From an optimization exercise on the open Yosys and OpenROAD flow, aimed at a short achievable clock period; shortcuts taken in it are not production practice. No functional check of the RTL was part of this run. The clock cells of this run come from the design's own scripts or RTL, not from TritonCTS. No driver is modelled on the clock port, so clock power and skew are understated where the tree is cut down; a real chip needs a root buffer or a tree. Power is estimated from default activity; no workload was simulated.

<file path="flow/run.sh">
#!/bin/bash
# The standard ORFS flow (the standard.sh), except that the clock tree is a
# two-level tree built by flow/manual_cts.tcl (sourced as the PRE_CTS_TCL hook).
set -euo pipefail
here=$(pwd)
bash standard.sh synth > synth.log 2>&1
bash standard.sh floorplan > floorplan.log 2>&1
bash standard.sh place > place.log 2>&1
PRE_CTS_TCL=$here/flow/manual_cts.tcl bash standard.sh cts > cts.log 2>&1
grep -q "manual_cts: clock tree built" orfs/logs/sky130hd/systolic_array/base/4_1_cts.log
bash standard.sh finish > finish.log 2>&1
</file>
<file path="flow/manual_cts.tcl">
# Manual two-level clock tree: the clock port drives NROOT root buffers, each
# root drives the leaf buffers of one region, and each leaf buffer drives a
# cluster of about LEAF_SIZE neighbouring flip-flops.
set leaf_size [expr {[info exists ::env(MCTS_LEAF_SIZE)] ? $::env(MCTS_LEAF_SIZE) : 28}]
set nroot [expr {[info exists ::env(MCTS_NROOT)] ? $::env(MCTS_NROOT) : 4}]
set bufcell [expr {[info exists ::env(MCTS_BUF)] ? $::env(MCTS_BUF) : "sky130_fd_sc_hd__clkbuf_16"}]
set rootcell [expr {[info exists ::env(MCTS_ROOTBUF)] ? $::env(MCTS_ROOTBUF) : "sky130_fd_sc_hd__clkbuf_16"}]

# Output buffers: move each port's buffer next to the cell that drives it, so the
# buffer (not the flip-flop) drives the long wire to the pin.
if {![info exists ::env(MCTS_MOVE_OUTBUF)] || $::env(MCTS_MOVE_OUTBUF)} {
  set nmoved 0
  set blk [ord::get_db_block]
  foreach bt [$blk getBTerms] {
    if {[$bt getIoType] ne "OUTPUT"} continue
    set onet [$bt getNet]
    if {$onet eq "NULL"} continue
    set drv [$onet getFirstOutput]
    if {$drv eq "NULL"} continue
    set buf [$drv getInst]
    if {![string match *buf* [[$buf getMaster] getName]]} continue
    set ain [$buf findITerm A]
    if {$ain eq "NULL"} continue
    set inet [$ain getNet]
    if {$inet eq "NULL"} continue
    set src [$inet getFirstOutput]
    if {$src eq "NULL"} continue
    lassign [[$src getInst] getLocation] sx sy
    $buf setLocation $sx $sy
    incr nmoved
  }
  puts "manual_cts: moved $nmoved output buffers next to their drivers"
}

set block [ord::get_db_block]
set dbu [$block getDbUnitsPerMicron]
set clk_port_name [get_full_name [lindex [get_property [lindex [all_clocks] 0] sources] 0]]
set clknet [$block findNet $clk_port_name]

# sinks: every instance pin on the clock net, with its location in um
set sinks {}
foreach it [$clknet getITerms] {
  set inst [$it getInst]
  set bb [$inst getBBox]
  set x [expr {([$bb xMin] + [$bb xMax]) / 2.0 / $dbu}]
  set y [expr {([$bb yMin] + [$bb yMax]) / 2.0 / $dbu}]
  lappend sinks [list [$inst getName]/[[$it getMTerm] getName] $x $y]
}
set n [llength $sinks]
puts "manual_cts: $n sinks on $clk_port_name"

# split a list of {name x y} into groups of near-equal size on a grid
proc grid_split {items ngroups} {
  set xs [lsort -real [lmap i $items {lindex $i 1}]]
  set ys [lsort -real [lmap i $items {lindex $i 2}]]
  set w [expr {max(1.0, [lindex $xs end] - [lindex $xs 0])}]
  set h [expr {max(1.0, [lindex $ys end] - [lindex $ys 0])}]
  set nx [expr {max(1, int(round(sqrt($ngroups * $w / $h))))}]
  if {$nx > $ngroups} { set nx $ngroups }
  set ny [expr {int(ceil(double($ngroups) / $nx))}]
  set byx [lsort -real -index 1 $items]
  set m [llength $byx]
  set groups {}
  for {set i 0} {$i < $nx} {incr i} {
    set a [expr {$i * $m / $nx}]
    set b [expr {($i + 1) * $m / $nx - 1}]
    set col [lsort -real -index 2 [lrange $byx $a $b]]
    set mc [llength $col]
    # snake order so neighbouring groups stay close
    for {set j 0} {$j < $ny} {incr j} {
      set c [expr {$j * $mc / $ny}]
      set d [expr {($j + 1) * $mc / $ny - 1}]
      if {$d >= $c} { lappend groups [lrange $col $c $d] }
    }
  }
  return $groups
}

proc centroid {g} {
  set sx 0; set sy 0
  foreach i $g { set sx [expr {$sx + [lindex $i 1]}]; set sy [expr {$sy + [lindex $i 2]}] }
  return [list [expr {$sx / [llength $g]}] [expr {$sy / [llength $g]}]]
}

set nleaf [expr {int(ceil(double($n) / $leaf_size))}]
set leaves {}
set k 0
foreach g [grid_split $sinks $nleaf] {
  lassign [centroid $g] cx cy
  set pins [lmap i $g {get_pins [lindex $i 0]}]
  set name clkleaf_$k
  insert_buffer -buffer_cell $bufcell -net $clk_port_name -load_pins $pins -location [list $cx $cy] -buffer_name $name -net_name clknet_leaf_$k
  set drv [[[$block findITerm [lindex $g 0 0]] getNet] getFirstOutput]
  lappend leaves [list [[$drv getInst] getName]/A $cx $cy]
  incr k
}
puts "manual_cts: $k leaf buffers"
set k 0
foreach g [grid_split $leaves $nroot] {
  lassign [centroid $g] cx cy
  set pins [lmap i $g {get_pins [lindex $i 0]}]
  insert_buffer -buffer_cell $rootcell -net $clk_port_name -load_pins $pins -location [list $cx $cy] -buffer_name clkroot_$k -net_name clknet_root_$k
  incr k
}
puts "manual_cts: $k root buffers"
foreach net [$block getNets] {
  if {[string match clknet_* [$net getName]] || [$net getName] eq $clk_port_name} { $net setSigType CLOCK }
}
set_propagated_clock [all_clocks]

# The tree is complete: TritonCTS, which cts.tcl calls next, has nothing left to do.
rename clock_tree_synthesis triton_clock_tree_synthesis
proc clock_tree_synthesis {args} { puts "manual_cts: clock tree built by manual_cts.tcl" }
</file>
<file path="standard.sh">
#!/bin/bash
# synth_recipe.tcl (not shown) runs the flow's synth.tcl, then flattens the netlist and writes it again
# the make line also repeats each setting of config.mk as NAME=value (left out here)
make -C /OpenROAD-flow-scripts/flow DESIGN_CONFIG=/design/flow/config.mk WORK_HOME=/design/flow/orfs CLKGATE_MAP_FILE= SYNTH_SCRIPT=/design/flow/synth_recipe.tcl "${@:-finish}"
</file>
<file path="config.mk">
export PLATFORM = sky130hd
export DESIGN_NAME = systolic_array
export DESIGN_NICKNAME = systolic_array
export VERILOG_FILES = /design/flow/design.v
export SDC_FILE = /design/flow/constraint.sdc
export NUM_CORES = 4
export LEC_CHECK = 0
export ABC_AREA = 1
export CAP_MARGIN = 20
export CORE_MARGIN = 2
export CORE_UTILIZATION = 65
export PLACE_DENSITY = 0.75
export SETUP_SLACK_MARGIN = 3.2
export SLEW_MARGIN = 20
</file>
<file path="constraint.sdc">
create_clock -name core_clock -period 5.0 [get_ports {clk}]
set_input_delay 1.0000 -clock core_clock [delete_from_list [all_inputs] [get_ports {clk}]]
set_output_delay 1.0000 -clock core_clock [all_outputs]
set_load 0.01 [all_outputs]
</file>
<file path="design.v">
module pe (
    input clk,
    input rst,
    input ok,
    input [7:0] a,
    input [7:0] b,
    output reg [15:0] result
);
    reg [48:0] s1;
    reg [28:0] s2;
    wire pp0_0 = a[0] & b[0];
    wire pp0_1 = a[0] & b[1];
    wire pp0_2 = a[0] & b[2];
    wire pp0_3 = a[0] & b[3];
    wire pp0_4 = a[0] & b[4];
    wire pp0_5 = a[0] & b[5];
    wire pp0_6 = a[0] & b[6];
    wire pp0_7 = a[0] & b[7];
    wire pp1_0 = a[1] & b[0];
    wire pp1_1 = a[1] & b[1];
    wire pp1_2 = a[1] & b[2];
    wire pp1_3 = a[1] & b[3];
    wire pp1_4 = a[1] & b[4];
    wire pp1_5 = a[1] & b[5];
    wire pp1_6 = a[1] & b[6];
    wire pp1_7 = a[1] & b[7];
    wire pp2_0 = a[2] & b[0];
    wire pp2_1 = a[2] & b[1];
    wire pp2_2 = a[2] & b[2];
    wire pp2_3 = a[2] & b[3];
    wire pp2_4 = a[2] & b[4];
    wire pp2_5 = a[2] & b[5];
    wire pp2_6 = a[2] & b[6];
    wire pp2_7 = a[2] & b[7];
    wire pp3_0 = a[3] & b[0];
    wire pp3_1 = a[3] & b[1];
    wire pp3_2 = a[3] & b[2];
    wire pp3_3 = a[3] & b[3];
    wire pp3_4 = a[3] & b[4];
    wire pp3_5 = a[3] & b[5];
    wire pp3_6 = a[3] & b[6];
    wire pp3_7 = a[3] & b[7];
    wire pp4_0 = a[4] & b[0];
    wire pp4_1 = a[4] & b[1];
    wire pp4_2 = a[4] & b[2];
    wire pp4_3 = a[4] & b[3];
    wire pp4_4 = a[4] & b[4];
    wire pp4_5 = a[4] & b[5];
    wire pp4_6 = a[4] & b[6];
    wire pp4_7 = a[4] & b[7];
    wire pp5_0 = a[5] & b[0];
    wire pp5_1 = a[5] & b[1];
    wire pp5_2 = a[5] & b[2];
    wire pp5_3 = a[5] & b[3];
    wire pp5_4 = a[5] & b[4];
    wire pp5_5 = a[5] & b[5];
    wire pp5_6 = a[5] & b[6];
    wire pp5_7 = a[5] & b[7];
    wire pp6_0 = a[6] & b[0];
    wire pp6_1 = a[6] & b[1];
    wire pp6_2 = a[6] & b[2];
    wire pp6_3 = a[6] & b[3];
    wire pp6_4 = a[6] & b[4];
    wire pp6_5 = a[6] & b[5];
    wire pp6_6 = a[6] & b[6];
    wire pp6_7 = a[6] & b[7];
    wire pp7_0 = a[7] & b[0];
    wire pp7_1 = a[7] & b[1];
    wire pp7_2 = a[7] & b[2];
    wire pp7_3 = a[7] & b[3];
    wire pp7_4 = a[7] & b[4];
    wire pp7_5 = a[7] & b[5];
    wire pp7_6 = a[7] & b[6];
    wire pp7_7 = a[7] & b[7];
    wire xs1;
    wire xc2;
    assign xs1 = pp0_6 ^ pp1_5;
    assign xc2 = pp0_6 & pp1_5;
    wire xs3;
    wire xc4;
    assign xs3 = pp0_7 ^ pp1_6 ^ pp2_5;
    assign xc4 = (pp0_7 & pp1_6) | (pp2_5 & (pp0_7 ^ pp1_6));
    wire xs5;
    wire xc6;
    assign xs5 = pp3_4 ^ pp4_3;
    assign xc6 = pp3_4 & pp4_3;
    wire xs7;
    wire xc8;
    assign xs7 = pp1_7 ^ pp2_6 ^ pp3_5;
    assign xc8 = (pp1_7 & pp2_6) | (pp3_5 & (pp1_7 ^ pp2_6));
    wire xs9;
    wire xc10;
    assign xs9 = pp4_4 ^ pp5_3;
    assign xc10 = pp4_4 & pp5_3;
    wire xs11;
    wire xc12;
    assign xs11 = pp2_7 ^ pp3_6 ^ pp4_5;
    assign xc12 = (pp2_7 & pp3_6) | (pp4_5 & (pp2_7 ^ pp3_6));
    wire xs13;
    wire xc14;
    assign xs13 = pp0_4 ^ pp1_3;
    assign xc14 = pp0_4 & pp1_3;
    wire xs15;
    wire xc16;
    assign xs15 = pp0_5 ^ pp1_4 ^ pp2_3;
    assign xc16 = (pp0_5 & pp1_4) | (pp2_3 & (pp0_5 ^ pp1_4));
    wire xs17;
    wire xc18;
    assign xs17 = pp3_2 ^ pp4_1;
    assign xc18 = pp3_2 & pp4_1;
    wire xs19;
    wire xc20;
    assign xs19 = pp2_4 ^ pp3_3 ^ pp4_2;
    assign xc20 = (pp2_4 & pp3_3) | (pp4_2 & (pp2_4 ^ pp3_3));
    wire xs21;
    wire xc22;
    assign xs21 = pp5_1 ^ pp6_0 ^ xs1;
    assign xc22 = (pp5_1 & pp6_0) | (xs1 & (pp5_1 ^ pp6_0));
    wire xs23;
    wire xc24;
    assign xs23 = pp5_2 ^ pp6_1 ^ pp7_0;
    assign xc24 = (pp5_2 & pp6_1) | (pp7_0 & (pp5_2 ^ pp6_1));
    wire xs25;
    wire xc26;
    assign xs25 = xs3 ^ xs5 ^ xc2;
    assign xc26 = (xs3 & xs5) | (xc2 & (xs3 ^ xs5));
    wire xs27;
    wire xc28;
    assign xs27 = pp6_2 ^ pp7_1 ^ xs7;
    assign xc28 = (pp6_2 & pp7_1) | (xs7 & (pp6_2 ^ pp7_1));
    wire xs29;
    wire xc30;
    assign xs29 = xs9 ^ xc4 ^ xc6;
    assign xc30 = (xs9 & xc4) | (xc6 & (xs9 ^ xc4));
    wire xs31;
    wire xc32;
    assign xs31 = pp5_4 ^ pp6_3 ^ pp7_2;
    assign xc32 = (pp5_4 & pp6_3) | (pp7_2 & (pp5_4 ^ pp6_3));
    wire xs33;
    wire xc34;
    assign xs33 = xs11 ^ xc8 ^ xc10;
    assign xc34 = (xs11 & xc8) | (xc10 & (xs11 ^ xc8));
    wire xs35;
    wire xc36;
    assign xs35 = pp3_7 ^ pp4_6 ^ pp5_5;
    assign xc36 = (pp3_7 & pp4_6) | (pp5_5 & (pp3_7 ^ pp4_6));
    wire xs37;
    wire xc38;
    assign xs37 = pp6_4 ^ pp7_3 ^ xc12;
    assign xc38 = (pp6_4 & pp7_3) | (xc12 & (pp6_4 ^ pp7_3));
    wire xs39;
    wire xc40;
    assign xs39 = pp4_7 ^ pp5_6 ^ pp6_5;
    assign xc40 = (pp4_7 & pp5_6) | (pp6_5 & (pp4_7 ^ pp5_6));
    wire xs41;
    wire xc42;
    assign xs41 = s1[6] ^ s1[7];
    assign xc42 = s1[6] & s1[7];
    wire xs43;
    wire xc44;
    assign xs43 = s1[10] ^ s1[11] ^ s1[12];
    assign xc44 = (s1[10] & s1[11]) | (s1[12] & (s1[10] ^ s1[11]));
    wire xs45;
    wire xc46;
    assign xs45 = s1[14] ^ s1[15] ^ s1[16];
    assign xc46 = (s1[14] & s1[15]) | (s1[16] & (s1[14] ^ s1[15]));
    wire xs47;
    wire xc48;
    assign xs47 = s1[18] ^ s1[19] ^ s1[20];
    assign xc48 = (s1[18] & s1[19]) | (s1[20] & (s1[18] ^ s1[19]));
    wire xs49;
    wire xc50;
    assign xs49 = s1[22] ^ s1[23] ^ s1[24];
    assign xc50 = (s1[22] & s1[23]) | (s1[24] & (s1[22] ^ s1[23]));
    wire xs51;
    wire xc52;
    assign xs51 = s1[26] ^ s1[27] ^ s1[28];
    assign xc52 = (s1[26] & s1[27]) | (s1[28] & (s1[26] ^ s1[27]));
    wire xs53;
    wire xc54;
    assign xs53 = s1[30] ^ s1[31] ^ s1[32];
    assign xc54 = (s1[30] & s1[31]) | (s1[32] & (s1[30] ^ s1[31]));
    wire xs55;
    wire xc56;
    assign xs55 = s1[34] ^ s1[35] ^ s1[36];
    assign xc56 = (s1[34] & s1[35]) | (s1[36] & (s1[34] ^ s1[35]));
    wire xs57;
    wire xc58;
    assign xs57 = s1[38] ^ s1[39] ^ s1[40];
    assign xc58 = (s1[38] & s1[39]) | (s1[40] & (s1[38] ^ s1[39]));
    wire xs59;
    wire xc60;
    assign xs59 = s1[42] ^ s1[43] ^ s1[44];
    assign xc60 = (s1[42] & s1[43]) | (s1[44] & (s1[42] ^ s1[43]));
    wire xs61;
    wire xc62;
    assign xs61 = s1[3] ^ s1[4];
    assign xc62 = s1[3] & s1[4];
    wire xs63;
    wire xc64;
    assign xs63 = s1[8] ^ s1[9] ^ xs41;
    assign xc64 = (s1[8] & s1[9]) | (xs41 & (s1[8] ^ s1[9]));
    wire xs65;
    wire xc66;
    assign xs65 = s1[13] ^ xs43 ^ xc42;
    assign xc66 = (s1[13] & xs43) | (xc42 & (s1[13] ^ xs43));
    wire xs67;
    wire xc68;
    assign xs67 = s1[17] ^ xs45 ^ xc44;
    assign xc68 = (s1[17] & xs45) | (xc44 & (s1[17] ^ xs45));
    wire xs69;
    wire xc70;
    assign xs69 = s1[21] ^ xs47 ^ xc46;
    assign xc70 = (s1[21] & xs47) | (xc46 & (s1[21] ^ xs47));
    wire xs71;
    wire xc72;
    assign xs71 = s1[25] ^ xs49 ^ xc48;
    assign xc72 = (s1[25] & xs49) | (xc48 & (s1[25] ^ xs49));
    wire xs73;
    wire xc74;
    assign xs73 = s1[29] ^ xs51 ^ xc50;
    assign xc74 = (s1[29] & xs51) | (xc50 & (s1[29] ^ xs51));
    wire xs75;
    wire xc76;
    assign xs75 = s1[33] ^ xs53 ^ xc52;
    assign xc76 = (s1[33] & xs53) | (xc52 & (s1[33] ^ xs53));
    wire xs77;
    wire xc78;
    assign xs77 = s1[37] ^ xs55 ^ xc54;
    assign xc78 = (s1[37] & xs55) | (xc54 & (s1[37] ^ xs55));
    wire xs79;
    wire xc80;
    assign xs79 = s1[41] ^ xs57 ^ xc56;
    assign xc80 = (s1[41] & xs57) | (xc56 & (s1[41] ^ xs57));
    wire xs81;
    wire xc82;
    assign xs81 = s1[45] ^ xs59 ^ xc58;
    assign xc82 = (s1[45] & xs59) | (xc58 & (s1[45] ^ xs59));
    wire xs83;
    wire xc84;
    assign xs83 = s1[46] ^ s1[47] ^ xc60;
    assign xc84 = (s1[46] & s1[47]) | (xc60 & (s1[46] ^ s1[47]));
    wire h85;
    wire g86;
    assign h85 = s1[1] ^ s1[2];
    assign g86 = s1[1] & s1[2];
    wire h87;
    wire g88;
    assign h87 = s1[5] ^ xs61;
    assign g88 = s1[5] & xs61;
    wire h89;
    wire g90;
    assign h89 = xs63 ^ xc62;
    assign g90 = xs63 & xc62;
    wire h91;
    wire g92;
    assign h91 = xs65 ^ xc64;
    assign g92 = xs65 & xc64;
    wire h93;
    wire g94;
    assign h93 = xs67 ^ xc66;
    assign g94 = xs67 & xc66;
    wire h95;
    wire g96;
    assign h95 = xs69 ^ xc68;
    assign g96 = xs69 & xc68;
    wire h97;
    wire g98;
    assign h97 = xs71 ^ xc70;
    assign g98 = xs71 & xc70;
    wire h99;
    wire g100;
    assign h99 = xs73 ^ xc72;
    assign g100 = xs73 & xc72;
    wire h101;
    wire g102;
    assign h101 = xs75 ^ xc74;
    assign g102 = xs75 & xc74;
    wire h103;
    wire g104;
    assign h103 = xs77 ^ xc76;
    assign g104 = xs77 & xc76;
    wire h105;
    wire g106;
    assign h105 = xs79 ^ xc78;
    assign g106 = xs79 & xc78;
    wire h107;
    wire g108;
    assign h107 = xs81 ^ xc80;
    assign g108 = xs81 & xc80;
    wire h109;
    wire g110;
    assign h109 = xs83 ^ xc82;
    assign g110 = xs83 & xc82;
    wire h111;
    wire g112;
    assign h111 = s1[48] ^ xc84;
    assign g112 = s1[48] & xc84;
    wire [48:0] s1_d;
    assign s1_d[0] = pp0_0;
    assign s1_d[1] = pp0_1;
    assign s1_d[2] = pp1_0;
    assign s1_d[3] = pp0_2;
    assign s1_d[4] = pp1_1;
    assign s1_d[5] = pp2_0;
    assign s1_d[6] = pp0_3;
    assign s1_d[7] = pp1_2;
    assign s1_d[8] = pp2_1;
    assign s1_d[9] = pp3_0;
    assign s1_d[10] = pp2_2;
    assign s1_d[11] = pp3_1;
    assign s1_d[12] = pp4_0;
    assign s1_d[13] = xs13;
    assign s1_d[14] = pp5_0;
    assign s1_d[15] = xs15;
    assign s1_d[16] = xs17;
    assign s1_d[17] = xc14;
    assign s1_d[18] = xs19;
    assign s1_d[19] = xs21;
    assign s1_d[20] = xc16;
    assign s1_d[21] = xc18;
    assign s1_d[22] = xs23;
    assign s1_d[23] = xs25;
    assign s1_d[24] = xc20;
    assign s1_d[25] = xc22;
    assign s1_d[26] = xs27;
    assign s1_d[27] = xs29;
    assign s1_d[28] = xc24;
    assign s1_d[29] = xc26;
    assign s1_d[30] = xs31;
    assign s1_d[31] = xs33;
    assign s1_d[32] = xc28;
    assign s1_d[33] = xc30;
    assign s1_d[34] = xs35;
    assign s1_d[35] = xs37;
    assign s1_d[36] = xc32;
    assign s1_d[37] = xc34;
    assign s1_d[38] = pp7_4;
    assign s1_d[39] = xs39;
    assign s1_d[40] = xc36;
    assign s1_d[41] = xc38;
    assign s1_d[42] = pp5_7;
    assign s1_d[43] = pp6_6;
    assign s1_d[44] = pp7_5;
    assign s1_d[45] = xc40;
    assign s1_d[46] = pp6_7;
    assign s1_d[47] = pp7_6;
    assign s1_d[48] = pp7_7;
    wire [28:0] s2_d;
    assign s2_d[0] = s1[0];
    assign s2_d[1] = h85;
    assign s2_d[2] = g86;
    assign s2_d[3] = h87;
    assign s2_d[4] = g88;
    assign s2_d[5] = h89;
    assign s2_d[6] = g90;
    assign s2_d[7] = h91;
    assign s2_d[8] = g92;
    assign s2_d[9] = h93;
    assign s2_d[10] = g94;
    assign s2_d[11] = h95;
    assign s2_d[12] = g96;
    assign s2_d[13] = h97;
    assign s2_d[14] = g98;
    assign s2_d[15] = h99;
    assign s2_d[16] = g100;
    assign s2_d[17] = h101;
    assign s2_d[18] = g102;
    assign s2_d[19] = h103;
    assign s2_d[20] = g104;
    assign s2_d[21] = h105;
    assign s2_d[22] = g106;
    assign s2_d[23] = h107;
    assign s2_d[24] = g108;
    assign s2_d[25] = h109;
    assign s2_d[26] = g110;
    assign s2_d[27] = h111;
    assign s2_d[28] = g112;
    wire pg113;
    wire pp114;
    wire px115;
    assign pg113 = (racc[0] ^ s2[0]) & 1'b0;
    assign pp114 = (racc[0] ^ s2[0]) | 1'b0;
    assign px115 = (racc[0] ^ s2[0]) ^ 1'b0;
    wire pg116;
    wire pp117;
    wire px118;
    assign pg116 = (racc[1] ^ s2[1]) & (racc[0] & s2[0]);
    assign pp117 = (racc[1] ^ s2[1]) | (racc[0] & s2[0]);
    assign px118 = (racc[1] ^ s2[1]) ^ (racc[0] & s2[0]);
    wire pg119;
    wire pp120;
    wire px121;
    assign pg119 = (racc[2] ^ s2[3]) & (racc[1] ? (s2[1] | s2[2]) : s2[2]);
    assign pp120 = (racc[2] ^ s2[3]) | (racc[1] ? (s2[1] | s2[2]) : s2[2]);
    assign px121 = (racc[2] ^ s2[3]) ^ (racc[1] ? (s2[1] | s2[2]) : s2[2]);
    wire pg122;
    wire pp123;
    wire px124;
    assign pg122 = (racc[3] ^ s2[5]) & (racc[2] ? (s2[3] | s2[4]) : s2[4]);
    assign pp123 = (racc[3] ^ s2[5]) | (racc[2] ? (s2[3] | s2[4]) : s2[4]);
    assign px124 = (racc[3] ^ s2[5]) ^ (racc[2] ? (s2[3] | s2[4]) : s2[4]);
    wire pg125;
    wire pp126;
    wire px127;
    assign pg125 = (racc[4] ^ s2[7]) & (racc[3] ? (s2[5] | s2[6]) : s2[6]);
    assign pp126 = (racc[4] ^ s2[7]) | (racc[3] ? (s2[5] | s2[6]) : s2[6]);
    assign px127 = (racc[4] ^ s2[7]) ^ (racc[3] ? (s2[5] | s2[6]) : s2[6]);
    wire pg128;
    wire pp129;
    wire px130;
    assign pg128 = (racc[5] ^ s2[9]) & (racc[4] ? (s2[7] | s2[8]) : s2[8]);
    assign pp129 = (racc[5] ^ s2[9]) | (racc[4] ? (s2[7] | s2[8]) : s2[8]);
    assign px130 = (racc[5] ^ s2[9]) ^ (racc[4] ? (s2[7] | s2[8]) : s2[8]);
    wire pg131;
    wire pp132;
    wire px133;
    assign pg131 = (racc[6] ^ s2[11]) & (racc[5] ? (s2[9] | s2[10]) : s2[10]);
    assign pp132 = (racc[6] ^ s2[11]) | (racc[5] ? (s2[9] | s2[10]) : s2[10]);
    assign px133 = (racc[6] ^ s2[11]) ^ (racc[5] ? (s2[9] | s2[10]) : s2[10]);
    wire pg134;
    wire pp135;
    wire px136;
    assign pg134 = (racc[7] ^ s2[13]) & (racc[6] ? (s2[11] | s2[12]) : s2[12]);
    assign pp135 = (racc[7] ^ s2[13]) | (racc[6] ? (s2[11] | s2[12]) : s2[12]);
    assign px136 = (racc[7] ^ s2[13]) ^ (racc[6] ? (s2[11] | s2[12]) : s2[12]);
    wire pg137;
    wire pp138;
    wire px139;
    assign pg137 = (racc[8] ^ s2[15]) & (racc[7] ? (s2[13] | s2[14]) : s2[14]);
    assign pp138 = (racc[8] ^ s2[15]) | (racc[7] ? (s2[13] | s2[14]) : s2[14]);
    assign px139 = (racc[8] ^ s2[15]) ^ (racc[7] ? (s2[13] | s2[14]) : s2[14]);
    wire pg140;
    wire pp141;
    wire px142;
    assign pg140 = (racc[9] ^ s2[17]) & (racc[8] ? (s2[15] | s2[16]) : s2[16]);
    assign pp141 = (racc[9] ^ s2[17]) | (racc[8] ? (s2[15] | s2[16]) : s2[16]);
    assign px142 = (racc[9] ^ s2[17]) ^ (racc[8] ? (s2[15] | s2[16]) : s2[16]);
    wire pg143;
    wire pp144;
    wire px145;
    assign pg143 = (racc[10] ^ s2[19]) & (racc[9] ? (s2[17] | s2[18]) : s2[18]);
    assign pp144 = (racc[10] ^ s2[19]) | (racc[9] ? (s2[17] | s2[18]) : s2[18]);
    assign px145 = (racc[10] ^ s2[19]) ^ (racc[9] ? (s2[17] | s2[18]) : s2[18]);
    wire pg146;
    wire pp147;
    wire px148;
    assign pg146 = (racc[11] ^ s2[21]) & (racc[10] ? (s2[19] | s2[20]) : s2[20]);
    assign pp147 = (racc[11] ^ s2[21]) | (racc[10] ? (s2[19] | s2[20]) : s2[20]);
    assign px148 = (racc[11] ^ s2[21]) ^ (racc[10] ? (s2[19] | s2[20]) : s2[20]);
    wire pg149;
    wire pp150;
    wire px151;
    assign pg149 = (racc[12] ^ s2[23]) & (racc[11] ? (s2[21] | s2[22]) : s2[22]);
    assign pp150 = (racc[12] ^ s2[23]) | (racc[11] ? (s2[21] | s2[22]) : s2[22]);
    assign px151 = (racc[12] ^ s2[23]) ^ (racc[11] ? (s2[21] | s2[22]) : s2[22]);
    wire pg152;
    wire pp153;
    wire px154;
    assign pg152 = (racc[13] ^ s2[25]) & (racc[12] ? (s2[23] | s2[24]) : s2[24]);
    assign pp153 = (racc[13] ^ s2[25]) | (racc[12] ? (s2[23] | s2[24]) : s2[24]);
    assign px154 = (racc[13] ^ s2[25]) ^ (racc[12] ? (s2[23] | s2[24]) : s2[24]);
    wire pg155;
    wire pp156;
    wire px157;
    assign pg155 = (racc[14] ^ s2[27]) & (racc[13] ? (s2[25] | s2[26]) : s2[26]);
    assign pp156 = (racc[14] ^ s2[27]) | (racc[13] ? (s2[25] | s2[26]) : s2[26]);
    assign px157 = (racc[14] ^ s2[27]) ^ (racc[13] ? (s2[25] | s2[26]) : s2[26]);
    wire pg158;
    wire pp159;
    wire px160;
    assign pg158 = racc[15] & (racc[14] ? (s2[27] | s2[28]) : s2[28]);
    assign pp159 = racc[15] | (racc[14] ? (s2[27] | s2[28]) : s2[28]);
    assign px160 = racc[15] ^ (racc[14] ? (s2[27] | s2[28]) : s2[28]);
    wire pG161;
    wire pP162;
    assign pG161 = pg116 | (pp117 & pg113);
    assign pP162 = pp117 & pp114;
    wire pG163;
    wire pP164;
    assign pG163 = pg119 | (pp120 & pg116);
    assign pP164 = pp120 & pp117;
    wire pG165;
    wire pP166;
    assign pG165 = pg122 | (pp123 & pg119);
    assign pP166 = pp123 & pp120;
    wire pG167;
    wire pP168;
    assign pG167 = pg125 | (pp126 & pg122);
    assign pP168 = pp126 & pp123;
    wire pG169;
    wire pP170;
    assign pG169 = pg128 | (pp129 & pg125);
    assign pP170 = pp129 & pp126;
    wire pG171;
    wire pP172;
    assign pG171 = pg131 | (pp132 & pg128);
    assign pP172 = pp132 & pp129;
    wire pG173;
    wire pP174;
    assign pG173 = pg134 | (pp135 & pg131);
    assign pP174 = pp135 & pp132;
    wire pG175;
    wire pP176;
    assign pG175 = pg137 | (pp138 & pg134);
    assign pP176 = pp138 & pp135;
    wire pG177;
    wire pP178;
    assign pG177 = pg140 | (pp141 & pg137);
    assign pP178 = pp141 & pp138;
    wire pG179;
    wire pP180;
    assign pG179 = pg143 | (pp144 & pg140);
    assign pP180 = pp144 & pp141;
    wire pG181;
    wire pP182;
    assign pG181 = pg146 | (pp147 & pg143);
    assign pP182 = pp147 & pp144;
    wire pG183;
    wire pP184;
    assign pG183 = pg149 | (pp150 & pg146);
    assign pP184 = pp150 & pp147;
    wire pG185;
    wire pP186;
    assign pG185 = pg152 | (pp153 & pg149);
    assign pP186 = pp153 & pp150;
    wire pG187;
    wire pP188;
    assign pG187 = pg155 | (pp156 & pg152);
    assign pP188 = pp156 & pp153;
    wire pG189;
    wire pP190;
    assign pG189 = pg158 | (pp159 & pg155);
    assign pP190 = pp159 & pp156;
    wire pG191;
    wire pP192;
    assign pG191 = pG163 | (pP164 & pg113);
    assign pP192 = pP164 & pp114;
    wire pG193;
    wire pP194;
    assign pG193 = pG165 | (pP166 & pG161);
    assign pP194 = pP166 & pP162;
    wire pG195;
    wire pP196;
    assign pG195 = pG167 | (pP168 & pG163);
    assign pP196 = pP168 & pP164;
    wire pG197;
    wire pP198;
    assign pG197 = pG169 | (pP170 & pG165);
    assign pP198 = pP170 & pP166;
    wire pG199;
    wire pP200;
    assign pG199 = pG171 | (pP172 & pG167);
    assign pP200 = pP172 & pP168;
    wire pG201;
    wire pP202;
    assign pG201 = pG173 | (pP174 & pG169);
    assign pP202 = pP174 & pP170;
    wire pG203;
    wire pP204;
    assign pG203 = pG175 | (pP176 & pG171);
    assign pP204 = pP176 & pP172;
    wire pG205;
    wire pP206;
    assign pG205 = pG177 | (pP178 & pG173);
    assign pP206 = pP178 & pP174;
    wire pG207;
    wire pP208;
    assign pG207 = pG179 | (pP180 & pG175);
    assign pP208 = pP180 & pP176;
    wire pG209;
    wire pP210;
    assign pG209 = pG181 | (pP182 & pG177);
    assign pP210 = pP182 & pP178;
    wire pG211;
    wire pP212;
    assign pG211 = pG183 | (pP184 & pG179);
    assign pP212 = pP184 & pP180;
    wire pG213;
    wire pP214;
    assign pG213 = pG185 | (pP186 & pG181);
    assign pP214 = pP186 & pP182;
    wire pG215;
    wire pP216;
    assign pG215 = pG187 | (pP188 & pG183);
    assign pP216 = pP188 & pP184;
    wire pG217;
    wire pP218;
    assign pG217 = pG189 | (pP190 & pG185);
    assign pP218 = pP190 & pP186;
    wire pG219;
    wire pP220;
    assign pG219 = pG195 | (pP196 & pg113);
    assign pP220 = pP196 & pp114;
    wire pG221;
    wire pP222;
    assign pG221 = pG197 | (pP198 & pG161);
    assign pP222 = pP198 & pP162;
    wire pG223;
    wire pP224;
    assign pG223 = pG199 | (pP200 & pG191);
    assign pP224 = pP200 & pP192;
    wire pG225;
    wire pP226;
    assign pG225 = pG201 | (pP202 & pG193);
    assign pP226 = pP202 & pP194;
    wire pG227;
    wire pP228;
    assign pG227 = pG203 | (pP204 & pG195);
    assign pP228 = pP204 & pP196;
    wire pG229;
    wire pP230;
    assign pG229 = pG205 | (pP206 & pG197);
    assign pP230 = pP206 & pP198;
    wire pG231;
    wire pP232;
    assign pG231 = pG207 | (pP208 & pG199);
    assign pP232 = pP208 & pP200;
    wire pG233;
    wire pP234;
    assign pG233 = pG209 | (pP210 & pG201);
    assign pP234 = pP210 & pP202;
    wire pG235;
    wire pP236;
    assign pG235 = pG211 | (pP212 & pG203);
    assign pP236 = pP212 & pP204;
    wire pG237;
    wire pP238;
    assign pG237 = pG213 | (pP214 & pG205);
    assign pP238 = pP214 & pP206;
    wire pG239;
    wire pP240;
    assign pG239 = pG215 | (pP216 & pG207);
    assign pP240 = pP216 & pP208;
    wire pG241;
    wire pP242;
    assign pG241 = pG217 | (pP218 & pG209);
    assign pP242 = pP218 & pP210;
    wire pG243;
    wire pP244;
    assign pG243 = pG227 | (pP228 & pg113);
    assign pP244 = pP228 & pp114;
    wire pG245;
    wire pP246;
    assign pG245 = pG229 | (pP230 & pG161);
    assign pP246 = pP230 & pP162;
    wire pG247;
    wire pP248;
    assign pG247 = pG231 | (pP232 & pG191);
    assign pP248 = pP232 & pP192;
    wire pG249;
    wire pP250;
    assign pG249 = pG233 | (pP234 & pG193);
    assign pP250 = pP234 & pP194;
    wire pG251;
    wire pP252;
    assign pG251 = pG235 | (pP236 & pG219);
    assign pP252 = pP236 & pP220;
    wire pG253;
    wire pP254;
    assign pG253 = pG237 | (pP238 & pG221);
    assign pP254 = pP238 & pP222;
    wire pG255;
    wire pP256;
    assign pG255 = pG239 | (pP240 & pG223);
    assign pP256 = pP240 & pP224;
    wire pG257;
    wire pP258;
    assign pG257 = pG241 | (pP242 & pG225);
    assign pP258 = pP242 & pP226;
    wire ps259;
    assign ps259 = px118 ^ pg113;
    wire ps260;
    assign ps260 = px121 ^ pG161;
    wire ps261;
    assign ps261 = px124 ^ pG191;
    wire ps262;
    assign ps262 = px127 ^ pG193;
    wire ps263;
    assign ps263 = px130 ^ pG219;
    wire ps264;
    assign ps264 = px133 ^ pG221;
    wire ps265;
    assign ps265 = px136 ^ pG223;
    wire ps266;
    assign ps266 = px139 ^ pG225;
    wire ps267;
    assign ps267 = px142 ^ pG243;
    wire ps268;
    assign ps268 = px145 ^ pG245;
    wire ps269;
    assign ps269 = px148 ^ pG247;
    wire ps270;
    assign ps270 = px151 ^ pG249;
    wire ps271;
    assign ps271 = px154 ^ pG251;
    wire ps272;
    assign ps272 = px157 ^ pG253;
    wire ps273;
    assign ps273 = px160 ^ pG255;
    wire [15:0] oz = {ps273, ps272, ps271, ps270, ps269, ps268, ps267, ps266, ps265, ps264, ps263, ps262, ps261, ps260, ps259, px115};
    wire lg274;
    wire lt275;
    wire lp276;
    assign lg274 = (racc[0] ^ s2[0]) & 1'b0;
    assign lt275 = (racc[0] ^ s2[0]) | 1'b0;
    assign lp276 = (racc[0] ^ s2[0]) ^ 1'b0;
    wire lg277;
    wire lt278;
    wire lp279;
    assign lg277 = (racc[1] ^ s2[1]) & (racc[0] & s2[0]);
    assign lt278 = (racc[1] ^ s2[1]) | (racc[0] & s2[0]);
    assign lp279 = (racc[1] ^ s2[1]) ^ (racc[0] & s2[0]);
    wire lg280;
    wire lt281;
    wire lp282;
    assign lg280 = (racc[2] ^ s2[3]) & (racc[1] ? (s2[1] | s2[2]) : s2[2]);
    assign lt281 = (racc[2] ^ s2[3]) | (racc[1] ? (s2[1] | s2[2]) : s2[2]);
    assign lp282 = (racc[2] ^ s2[3]) ^ (racc[1] ? (s2[1] | s2[2]) : s2[2]);
    wire lg283;
    wire lt284;
    wire lp285;
    assign lg283 = (racc[3] ^ s2[5]) & (racc[2] ? (s2[3] | s2[4]) : s2[4]);
    assign lt284 = (racc[3] ^ s2[5]) | (racc[2] ? (s2[3] | s2[4]) : s2[4]);
    assign lp285 = (racc[3] ^ s2[5]) ^ (racc[2] ? (s2[3] | s2[4]) : s2[4]);
    wire lg286;
    wire lt287;
    wire lp288;
    assign lg286 = (racc[4] ^ s2[7]) & (racc[3] ? (s2[5] | s2[6]) : s2[6]);
    assign lt287 = (racc[4] ^ s2[7]) | (racc[3] ? (s2[5] | s2[6]) : s2[6]);
    assign lp288 = (racc[4] ^ s2[7]) ^ (racc[3] ? (s2[5] | s2[6]) : s2[6]);
    wire lg289;
    wire lt290;
    wire lp291;
    assign lg289 = (racc[5] ^ s2[9]) & (racc[4] ? (s2[7] | s2[8]) : s2[8]);
    assign lt290 = (racc[5] ^ s2[9]) | (racc[4] ? (s2[7] | s2[8]) : s2[8]);
    assign lp291 = (racc[5] ^ s2[9]) ^ (racc[4] ? (s2[7] | s2[8]) : s2[8]);
    wire lg292;
    wire lt293;
    wire lp294;
    assign lg292 = (racc[6] ^ s2[11]) & (racc[5] ? (s2[9] | s2[10]) : s2[10]);
    assign lt293 = (racc[6] ^ s2[11]) | (racc[5] ? (s2[9] | s2[10]) : s2[10]);
    assign lp294 = (racc[6] ^ s2[11]) ^ (racc[5] ? (s2[9] | s2[10]) : s2[10]);
    wire lg295;
    wire lt296;
    wire lp297;
    assign lg295 = (racc[7] ^ s2[13]) & (racc[6] ? (s2[11] | s2[12]) : s2[12]);
    assign lt296 = (racc[7] ^ s2[13]) | (racc[6] ? (s2[11] | s2[12]) : s2[12]);
    assign lp297 = (racc[7] ^ s2[13]) ^ (racc[6] ? (s2[11] | s2[12]) : s2[12]);
    wire lg298;
    wire lt299;
    wire lp300;
    assign lg298 = (racc[8] ^ s2[15]) & (racc[7] ? (s2[13] | s2[14]) : s2[14]);
    assign lt299 = (racc[8] ^ s2[15]) | (racc[7] ? (s2[13] | s2[14]) : s2[14]);
    assign lp300 = (racc[8] ^ s2[15]) ^ (racc[7] ? (s2[13] | s2[14]) : s2[14]);
    wire lg301;
    wire lt302;
    wire lp303;
    assign lg301 = (racc[9] ^ s2[17]) & (racc[8] ? (s2[15] | s2[16]) : s2[16]);
    assign lt302 = (racc[9] ^ s2[17]) | (racc[8] ? (s2[15] | s2[16]) : s2[16]);
    assign lp303 = (racc[9] ^ s2[17]) ^ (racc[8] ? (s2[15] | s2[16]) : s2[16]);
    wire lg304;
    wire lt305;
    wire lp306;
    assign lg304 = (racc[10] ^ s2[19]) & (racc[9] ? (s2[17] | s2[18]) : s2[18]);
    assign lt305 = (racc[10] ^ s2[19]) | (racc[9] ? (s2[17] | s2[18]) : s2[18]);
    assign lp306 = (racc[10] ^ s2[19]) ^ (racc[9] ? (s2[17] | s2[18]) : s2[18]);
    wire lg307;
    wire lt308;
    wire lp309;
    assign lg307 = (racc[11] ^ s2[21]) & (racc[10] ? (s2[19] | s2[20]) : s2[20]);
    assign lt308 = (racc[11] ^ s2[21]) | (racc[10] ? (s2[19] | s2[20]) : s2[20]);
    assign lp309 = (racc[11] ^ s2[21]) ^ (racc[10] ? (s2[19] | s2[20]) : s2[20]);
    wire lg310;
    wire lt311;
    wire lp312;
    assign lg310 = (racc[12] ^ s2[23]) & (racc[11] ? (s2[21] | s2[22]) : s2[22]);
    assign lt311 = (racc[12] ^ s2[23]) | (racc[11] ? (s2[21] | s2[22]) : s2[22]);
    assign lp312 = (racc[12] ^ s2[23]) ^ (racc[11] ? (s2[21] | s2[22]) : s2[22]);
    wire lg313;
    wire lt314;
    wire lp315;
    assign lg313 = (racc[13] ^ s2[25]) & (racc[12] ? (s2[23] | s2[24]) : s2[24]);
    assign lt314 = (racc[13] ^ s2[25]) | (racc[12] ? (s2[23] | s2[24]) : s2[24]);
    assign lp315 = (racc[13] ^ s2[25]) ^ (racc[12] ? (s2[23] | s2[24]) : s2[24]);
    wire lg316;
    wire lt317;
    wire lp318;
    assign lg316 = (racc[14] ^ s2[27]) & (racc[13] ? (s2[25] | s2[26]) : s2[26]);
    assign lt317 = (racc[14] ^ s2[27]) | (racc[13] ? (s2[25] | s2[26]) : s2[26]);
    assign lp318 = (racc[14] ^ s2[27]) ^ (racc[13] ? (s2[25] | s2[26]) : s2[26]);
    wire lg319;
    wire lt320;
    wire lp321;
    assign lg319 = racc[15] & (racc[14] ? (s2[27] | s2[28]) : s2[28]);
    assign lt320 = racc[15] | (racc[14] ? (s2[27] | s2[28]) : s2[28]);
    assign lp321 = racc[15] ^ (racc[14] ? (s2[27] | s2[28]) : s2[28]);
    wire lH322;
    wire lT323;
    assign lH322 = lg277 | (lt275 & lg274);
    assign lT323 = lt275 & 1'b0;
    wire lH324;
    wire lT325;
    assign lH324 = lg280 | (lt278 & lg277);
    assign lT325 = lt278 & lt275;
    wire lH326;
    wire lT327;
    assign lH326 = lg283 | (lt281 & lg280);
    assign lT327 = lt281 & lt278;
    wire lH328;
    wire lT329;
    assign lH328 = lg286 | (lt284 & lg283);
    assign lT329 = lt284 & lt281;
    wire lH330;
    wire lT331;
    assign lH330 = lg289 | (lt287 & lg286);
    assign lT331 = lt287 & lt284;
    wire lH332;
    wire lT333;
    assign lH332 = lg292 | (lt290 & lg289);
    assign lT333 = lt290 & lt287;
    wire lH334;
    wire lT335;
    assign lH334 = lg295 | (lt293 & lg292);
    assign lT335 = lt293 & lt290;
    wire lH336;
    wire lT337;
    assign lH336 = lg298 | (lt296 & lg295);
    assign lT337 = lt296 & lt293;
    wire lH338;
    wire lT339;
    assign lH338 = lg301 | (lt299 & lg298);
    assign lT339 = lt299 & lt296;
    wire lH340;
    wire lT341;
    assign lH340 = lg304 | (lt302 & lg301);
    assign lT341 = lt302 & lt299;
    wire lH342;
    wire lT343;
    assign lH342 = lg307 | (lt305 & lg304);
    assign lT343 = lt305 & lt302;
    wire lH344;
    wire lT345;
    assign lH344 = lg310 | (lt308 & lg307);
    assign lT345 = lt308 & lt305;
    wire lH346;
    wire lT347;
    assign lH346 = lg313 | (lt311 & lg310);
    assign lT347 = lt311 & lt308;
    wire lH348;
    wire lT349;
    assign lH348 = lg316 | (lt314 & lg313);
    assign lT349 = lt314 & lt311;
    wire lH350;
    wire lT351;
    assign lH350 = lg319 | (lt317 & lg316);
    assign lT351 = lt317 & lt314;
    wire lH352;
    wire lT353;
    assign lH352 = lH324 | (lT325 & lg274);
    assign lT353 = lT325 & 1'b0;
    wire lH354;
    wire lT355;
    assign lH354 = lH326 | (lT327 & lH322);
    assign lT355 = lT327 & lT323;
    wire lH356;
    wire lT357;
    assign lH356 = lH328 | (lT329 & lH324);
    assign lT357 = lT329 & lT325;
    wire lH358;
    wire lT359;
    assign lH358 = lH330 | (lT331 & lH326);
    assign lT359 = lT331 & lT327;
    wire lH360;
    wire lT361;
    assign lH360 = lH332 | (lT333 & lH328);
    assign lT361 = lT333 & lT329;
    wire lH362;
    wire lT363;
    assign lH362 = lH334 | (lT335 & lH330);
    assign lT363 = lT335 & lT331;
    wire lH364;
    wire lT365;
    assign lH364 = lH336 | (lT337 & lH332);
    assign lT365 = lT337 & lT333;
    wire lH366;
    wire lT367;
    assign lH366 = lH338 | (lT339 & lH334);
    assign lT367 = lT339 & lT335;
    wire lH368;
    wire lT369;
    assign lH368 = lH340 | (lT341 & lH336);
    assign lT369 = lT341 & lT337;
    wire lH370;
    wire lT371;
    assign lH370 = lH342 | (lT343 & lH338);
    assign lT371 = lT343 & lT339;
    wire lH372;
    wire lT373;
    assign lH372 = lH344 | (lT345 & lH340);
    assign lT373 = lT345 & lT341;
    wire lH374;
    wire lT375;
    assign lH374 = lH346 | (lT347 & lH342);
    assign lT375 = lT347 & lT343;
    wire lH376;
    wire lT377;
    assign lH376 = lH348 | (lT349 & lH344);
    assign lT377 = lT349 & lT345;
    wire lH378;
    wire lT379;
    assign lH378 = lH350 | (lT351 & lH346);
    assign lT379 = lT351 & lT347;
    wire lH380;
    wire lT381;
    assign lH380 = lH356 | (lT357 & lg274);
    assign lT381 = lT357 & 1'b0;
    wire lH382;
    wire lT383;
    assign lH382 = lH358 | (lT359 & lH322);
    assign lT383 = lT359 & lT323;
    wire lH384;
    wire lT385;
    assign lH384 = lH360 | (lT361 & lH352);
    assign lT385 = lT361 & lT353;
    wire lH386;
    wire lT387;
    assign lH386 = lH362 | (lT363 & lH354);
    assign lT387 = lT363 & lT355;
    wire lH388;
    wire lT389;
    assign lH388 = lH364 | (lT365 & lH356);
    assign lT389 = lT365 & lT357;
    wire lH390;
    wire lT391;
    assign lH390 = lH366 | (lT367 & lH358);
    assign lT391 = lT367 & lT359;
    wire lH392;
    wire lT393;
    assign lH392 = lH368 | (lT369 & lH360);
    assign lT393 = lT369 & lT361;
    wire lH394;
    wire lT395;
    assign lH394 = lH370 | (lT371 & lH362);
    assign lT395 = lT371 & lT363;
    wire lH396;
    wire lT397;
    assign lH396 = lH372 | (lT373 & lH364);
    assign lT397 = lT373 & lT365;
    wire lH398;
    wire lT399;
    assign lH398 = lH374 | (lT375 & lH366);
    assign lT399 = lT375 & lT367;
    wire lH400;
    wire lT401;
    assign lH400 = lH376 | (lT377 & lH368);
    assign lT401 = lT377 & lT369;
    wire lH402;
    wire lT403;
    assign lH402 = lH378 | (lT379 & lH370);
    assign lT403 = lT379 & lT371;
    wire lH404;
    wire lT405;
    assign lH404 = lH388 | (lT389 & lg274);
    assign lT405 = lT389 & 1'b0;
    wire lH406;
    wire lT407;
    assign lH406 = lH390 | (lT391 & lH322);
    assign lT407 = lT391 & lT323;
    wire lH408;
    wire lT409;
    assign lH408 = lH392 | (lT393 & lH352);
    assign lT409 = lT393 & lT353;
    wire lH410;
    wire lT411;
    assign lH410 = lH394 | (lT395 & lH354);
    assign lT411 = lT395 & lT355;
    wire lH412;
    wire lT413;
    assign lH412 = lH396 | (lT397 & lH380);
    assign lT413 = lT397 & lT381;
    wire lH414;
    wire lT415;
    assign lH414 = lH398 | (lT399 & lH382);
    assign lT415 = lT399 & lT383;
    wire lH416;
    wire lT417;
    assign lH416 = lH400 | (lT401 & lH384);
    assign lT417 = lT401 & lT385;
    wire lH418;
    wire lT419;
    assign lH418 = lH402 | (lT403 & lH386);
    assign lT419 = lT403 & lT387;
    wire ls420;
    assign ls420 = lp279 ^ (lt275 & lg274);
    wire ls421;
    assign ls421 = lp282 ^ (lt278 & lH322);
    wire ls422;
    assign ls422 = lp285 ^ (lt281 & lH352);
    wire ls423;
    assign ls423 = lp288 ^ (lt284 & lH354);
    wire ls424;
    assign ls424 = lp291 ^ (lt287 & lH380);
    wire ls425;
    assign ls425 = lp294 ^ (lt290 & lH382);
    wire ls426;
    assign ls426 = lp297 ^ (lt293 & lH384);
    wire ls427;
    assign ls427 = lp300 ^ (lt296 & lH386);
    wire ls428;
    assign ls428 = lp303 ^ (lt299 & lH404);
    wire ls429;
    assign ls429 = lp306 ^ (lt302 & lH406);
    wire ls430;
    assign ls430 = lp309 ^ (lt305 & lH408);
    wire ls431;
    assign ls431 = lp312 ^ (lt308 & lH410);
    wire ls432;
    assign ls432 = lp315 ^ (lt311 & lH412);
    wire ls433;
    assign ls433 = lp318 ^ (lt314 & lH414);
    wire ls434;
    assign ls434 = lp321 ^ (lt317 & lH416);
    wire [15:0] acc_x = {ls434, ls433, ls432, ls431, ls430, ls429, ls428, ls427, ls426, ls425, ls424, ls423, ls422, ls421, ls420, lp276};
    wire [15:0] acc_y = {1'b0, 1'b0, 1'b0, 1'b0, 1'b0, 1'b0, 1'b0, 1'b0, 1'b0, 1'b0, 1'b0, 1'b0, 1'b0, 1'b0, 1'b0, 1'b0};
    reg [15:0] racc;
    always @(posedge clk) s1 <= s1_d;
    always @(posedge clk or posedge rst) begin
        if (rst) begin
            s2 <= 0;
            result <= 0;
            racc <= 0;
        end else begin
            s2 <= ok ? s2_d : 0;
            result <= oz;
            racc <= acc_x;
        end
    end
endmodule
module systolic_array
#(
    parameter DATA_BIT = 8
)
(
    input [DATA_BIT-1:0] input_west0,
    input [DATA_BIT-1:0] input_west4,
    input [DATA_BIT-1:0] input_west8,
    input [DATA_BIT-1:0] input_west12,
    input [DATA_BIT-1:0] input_north0,
    input [DATA_BIT-1:0] input_north1,
    input [DATA_BIT-1:0] input_north2,
    input [DATA_BIT-1:0] input_north3,
    input clk,
    input rst,
    output reg done,
    output [2*DATA_BIT-1:0] result0, result1, result2, result3,
                            result4, result5, result6, result7,
                            result8, result9, result10, result11,
                            result12, result13, result14, result15
);
    reg [3:0] count;
    reg [7:0] wd0_0, wd0_1, wd0_2, wd1_0, wd1_1, wd1_2, wd2_0, wd2_1, wd2_2, wd3_0, wd3_1, wd3_2;
    reg [7:0] nd0_0, nd0_1, nd0_2, nd1_0, nd1_1, nd1_2, nd2_0, nd2_1, nd2_2, nd3_0, nd3_1, nd3_2;
    always @(posedge clk) begin
            wd0_0 <= input_west0;  wd0_1 <= wd0_0; wd0_2 <= wd0_1;
            wd1_0 <= input_west4;  wd1_1 <= wd1_0; wd1_2 <= wd1_1;
            wd2_0 <= input_west8;  wd2_1 <= wd2_0; wd2_2 <= wd2_1;
            wd3_0 <= input_west12; wd3_1 <= wd3_0; wd3_2 <= wd3_1;
            nd0_0 <= input_north0; nd0_1 <= nd0_0; nd0_2 <= nd0_1;
            nd1_0 <= input_north1; nd1_1 <= nd1_0; nd1_2 <= nd1_1;
            nd2_0 <= input_north2; nd2_1 <= nd2_0; nd2_2 <= nd2_1;
            nd3_0 <= input_north3; nd3_1 <= nd3_0; nd3_2 <= nd3_1;
    end
    reg [3:0] vld;
    always @(posedge clk or posedge rst) begin
        if (rst) vld <= 4'b0;
        else vld <= {vld[2:0], 1'b1};
    end
    pe P0 (.clk(clk), .rst(rst), .ok(vld[0]), .a(input_north0), .b(input_west0), .result(result0));
    pe P1 (.clk(clk), .rst(rst), .ok(vld[1]), .a(input_north1), .b(wd0_0), .result(result1));
    pe P2 (.clk(clk), .rst(rst), .ok(vld[2]), .a(input_north2), .b(wd0_1), .result(result2));
    pe P3 (.clk(clk), .rst(rst), .ok(vld[3]), .a(input_north3), .b(wd0_2), .result(result3));
    pe P4 (.clk(clk), .rst(rst), .ok(vld[1]), .a(nd0_0), .b(input_west4), .result(result4));
    pe P5 (.clk(clk), .rst(rst), .ok(vld[1]), .a(nd1_0), .b(wd1_0), .result(result5));
    pe P6 (.clk(clk), .rst(rst), .ok(vld[2]), .a(nd2_0), .b(wd1_1), .result(result6));
    pe P7 (.clk(clk), .rst(rst), .ok(vld[3]), .a(nd3_0), .b(wd1_2), .result(result7));
    pe P8 (.clk(clk), .rst(rst), .ok(vld[2]), .a(nd0_1), .b(input_west8), .result(result8));
    pe P9 (.clk(clk), .rst(rst), .ok(vld[2]), .a(nd1_1), .b(wd2_0), .result(result9));
    pe P10 (.clk(clk), .rst(rst), .ok(vld[2]), .a(nd2_1), .b(wd2_1), .result(result10));
    pe P11 (.clk(clk), .rst(rst), .ok(vld[3]), .a(nd3_1), .b(wd2_2), .result(result11));
    pe P12 (.clk(clk), .rst(rst), .ok(vld[3]), .a(nd0_2), .b(input_west12), .result(result12));
    pe P13 (.clk(clk), .rst(rst), .ok(vld[3]), .a(nd1_2), .b(wd3_0), .result(result13));
    pe P14 (.clk(clk), .rst(rst), .ok(vld[3]), .a(nd2_2), .b(wd3_1), .result(result14));
    pe P15 (.clk(clk), .rst(rst), .ok(vld[3]), .a(nd3_2), .b(wd3_2), .result(result15));
    always @(posedge clk or posedge rst) begin
        if (rst) begin
            done <= 0;
            count <= 0;
        end else begin
            if (count == 9) begin
                done <= 1;
                count <= 0;
            end else begin
                done <= 0;
                count <= count + 1;
            end
        end
    end
endmodule
</file>
==> flow_metrics.py <==
metrics = {
    "pwr": {
        "peakVddDrop_v": 0.000528,
        "finalPower_uw": 88500,
        "power_density_nw_per_um2": 656,
        "p_leak_uw": 0.0744,
    },
    "cells_and_area": {
        "drive_above_1_share": 0.369,
        "final_nets": 15044,
        "seq_area_sq_um": 43700,
        "area_growth_pct": 27.4,
        "fillCellCount": 9087,
        "multi_input_area_sq_um": 62800,
    },
    "floorplanning": {
        "die_area_sq_um": 166000,
        "core_sq_um": 162000,
        "ios": 323,
        "num_rows": 148,
        "fp.dieH_um": 408,
        "initial_core_util": 0.653,
        "die_x_um": 408,
    },
    "critical_path": {
        "end_kind": "flop",
        "cp_num_buf_inv": 5,
        "crit_path_top_delay_cell": "dfrtp_1",
        "crit_chain": "buf_6 > buf_6 > buf_6 > a21oi_4 > inv_2 > ha_4 > nor2_2 > inv_1 > a21oi_1 > nand2_1 > nand2_1 > nand2_1 > nand3_1 > nand2_1",
        "max_stage_delay_ns": 0.43,
        "crit_path_frequent_cell": "nand2_1",
        "crit_type": "flop to flop",
        "cp_top_family": "simple AND/OR/NAND/NOR gates",
        "worstPathMaxFanout": 3,
        "worstPathRequired_ns": 5.46,
        "crit_arrival_ns": 2.70,
        "worstSetupStartpointType": "flop",
    },
    "drt": {
        "drtAntennaViolNets": 0,
        "drcViolationCount": 0,
        "vias": 83151,
        "drt_first_iter_violations": 6123,
        "avgRoutedWirePerCell_um": 19.8,
        "drtPass1Iterations": 6,
        "via_per_inst": 5.27,
        "finalWirelength_um": 312000,
    },
    "sta": {
        "slew_headroom": 0.364,
        "worstMarginPinSlew_ns": 0.954,
        "finalHoldViolCount": 0,
        "slew_viol_final": 0,
        "min_period_ns": 2.24,
        "rsz0062_at_grt": "yes",
        "timing.fmax_ghz": 0.447,
        "fin_ws_ns": 2.76,
        "finalCritPeriodShare": 0.447,
        "clock_skew_ns": 0.0305,
        "timing.hold.ws_ns": 0.415,
        "tns_ns": 0,
        "setup_violations": 0,
    },
    "logic_synthesis": {
        "ys_seq_area_frac": 0.406,
        "yosysUniqueCellTypes": 52,
        "synth_cells": 12806,
        "synth_warnings": 2,
        "ys_ff_latch": 1913,
        "syn_nets": 14280,
        "synth.avg_cell_area_sq_um": 8.27,
        "syn_area_sq_um": 106000,
    },
    "global_routing": {
        "grt_usage": 0.324,
        "grt_pass1_wl_um": 434000,
        "grt_pass1_vias": 82892,
        "antenna_found_initial": 32,
        "grt_max_degree": 127,
        "gr-total-overflow": 0,
    },
    "placement": {
        "place_ws_ns": 1.85,
        "hpwl_um": 200000,
        "portBuffers": 322,
        "place_congestion": 0.971,
    },
    "run_status": {
        "status": "complete, no violations",
    },
    "hold_path": {
        "min_path_type": "flop to flop",
    },
    "job": {
        "maxCapViolCount": 0,
    },
    "clock_tree": {
        "cts.clk_slew.worst_paths_ns": 0.11,
        "clock_latency_ns": 0.58,
    },
}
[registers in the layout, indices dropped and copies added, names as in the netlist, 49 cells and up]
| name | cells |
|---|---|
| P14.s1 | 49 |
| P10.s1 | 49 |
| P0.s1 | 49 |
| P4.s1 | 49 |
| P2.s1 | 49 |
| P6.s1 | 49 |
| P12.s1 | 49 |
| P5.s1 | 49 |
| P11.s1 | 49 |
| P3.s1 | 49 |
| P15.s1 | 49 |
| P9.s1 | 49 |
| P1.s1 | 49 |
| P7.s1 | 49 |
| P8.s1 | 49 |
| P13.s1 | 49 |
[worst min-delay path, cell delays in order, from the launching register on]
cell	delay (ns)
dfxtp_1	0.31
nand2_1	0.05
inv_1	0.03
[final timing paths]
kind,slack (ns),cells after the start,endpoint,start
hold / removal,0.42,2,P7.s2[0]$_DFF_PP0_,P7.s1[0]$_DFF_P_
max in group asynchronous,3.29,5,P4.s2[21]$_DFF_PP0_,rst
setup / recovery,2.76,14,P13.racc[15]$_DFF_PP0_,P13.racc[2]$_DFF_PP0_
hold reg to reg,0.42,2,P7.s2[0]$_DFF_PP0_,P7.s1[0]$_DFF_P_
min in group asynchronous,1.11,4,P3.racc[9]$_DFF_PP0_,rst
setup reg to reg,2.76,14,P13.racc[15]$_DFF_PP0_,P13.racc[2]$_DFF_PP0_
[cell type report, without the clock buffers]
cell class / instances / share of cell area
flip-flops and latches: 1913 / 0.324
inverters: 3722 / 0.106
diodes: 22 / 0.000408
well taps: 2175 / 0.0202
repair buffers: 1042 / 0.0700
multi-input cells: 6815 / 0.466
[metrics by stage]
step	area, sq um	instances	util
3_5_place_dp	111000	14968	0.682
4_1_cts	121000	15378	0.749
2_1_floorplan	107000	12806	-
3_3_place_gp	111000	14968	0.682
6_report	135000	15765	0.832
5_1_grt	135000	15757	0.831
[synth_stat cells, drive strengths merged]
master | instances | share of area
ha | 848 | 0.10
o22ai | 5 | 0.00035
xnor2 | 151 | 0.012
inv | 3721 | 0.13
fa | 560 | 0.11
buf | 73 | 0.0045
conb | 1 | 0.000035
nor3 | 110 | 0.0053
a21oi | 375 | 0.018
nor4 | 1 | 0.000059
xor2 | 270 | 0.022
a21boi | 14 | 0.00099
o21a | 28 | 0.0020
o211ai | 10 | 0.00071
clkbuf | 283 | 0.010
a211oi | 3 | 0.00021
o21bai | 56 | 0.0050
nand3b | 17 | 0.0012
dfxtp | 976 | 0.18
nand2 | 3174 | 0.12
nor3b | 5 | 0.00035
nand4 | 33 | 0.0022
clkinv | 1 | 0.000035
or2 | 1 | 0.000059
a21o | 18 | 0.0013
nand3 | 425 | 0.022
dfrtp | 937 | 0.22
o21ai | 191 | 0.011
o31ai | 2 | 0.00014
nor2 | 489 | 0.018
a31o | 1 | 0.000083
a31oi | 27 | 0.0016
[kinds of logic after synthesis]
family	count (synthesis)	synth area share
simple gates	4255	0.165
compound gates	730	0.0414
buf+inv	4078	0.147
flops	1913	0.406
other cells	1	0.0000354
fa+ha+maj	1408	0.206
xor+xnor	421	0.0348
[cells in the final DEF, fill, tap and decap left out, types with 30 or more instances in the layout]
cell type and n:
a21oi_1 107, a21oi_2 166, a21oi_4 102, buf_2 111, buf_4 541, buf_6 321
clkbuf_16 77, dfrtp_1 881, dfrtp_2 53, dfxtp_1 611, dfxtp_2 300, dfxtp_4 65
fa_1 466, fa_2 94, ha_1 421, ha_2 115, ha_4 312, inv_1 2836
inv_2 794, inv_4 72, nand2_1 2360, nand2_2 647, nand2_4 163, nand3_1 245
nand3_2 120, nand3_4 60, nand4_1 30, nor2_1 140, nor2_2 132, nor2_4 217
nor3_1 35, nor3_2 44, nor3_4 31, o21ai_1 45, o21ai_2 59, o21ai_4 62
o21bai_4 38, xnor2_1 131, xor2_1 111, xor2_2 141
[what timing repair did]
action	4_1_cts	5_1_grt
gates resized for setup	3758	2909
hold buffers	0	0
endpoints found under the hold margin	0	0
gates cloned	5	1
buffers inserted	329	364
pin swaps	949	1255
setup endpoints to repair	1929	1246
[layer usage]
layer | global-route usage | part of all wire | wire length (um)
met5 | 0 | 0.00021 | 64
met4 | 0.134 | 0.064 | 20000
met3 | 0.0285 | 0.057 | 17900
met2 | 0.571 | 0.51 | 157000
met1 | 0.412 | 0.37 | 116000
[power breakdown]
| part | total [uW] | switching (uW) | internal [uW] | leakage [uW] |
|---|---|---|---|---|
| Clock | 7450 | 4750 | 2710 | 0.000937 |
| Sequential | 21900 | 2870 | 19000 | 0.0200 |
| Combinational | 59100 | 34500 | 24600 | 0.0535 |
| Total | 88500 | 42100 | 46400 | 0.0744 |

==> afterwards: timing with drivers on the ports <==
No port has a modelled driver above. Below, the same layout with a new extraction and two added sets of constraints. Step 1 sets driving cells, clkbuf_16 on the clock port and buf_2 on the other inputs (assumed; they add their load-dependent delay and slew). Step 2 also shifts input and output timing later by t, the mid clock arrival at the registers, as if the neighbouring blocks saw the same clock. Three values: no drivers, after step 1, after step 2; two values: the first two.
t, ns: 0.754
setup slack, ns: 2.763 / 2.624 / 2.485
worst setup path after step 2: input to register
slew at the worst register clock pin (ns): 0.12 / 0.12
worst slew at a driven data input, ns: 0.24
After both steps setup and hold are still met in this run. The setup slack of this run moves by -0.139 ns with the drivers and by -0.278 ns with both steps.
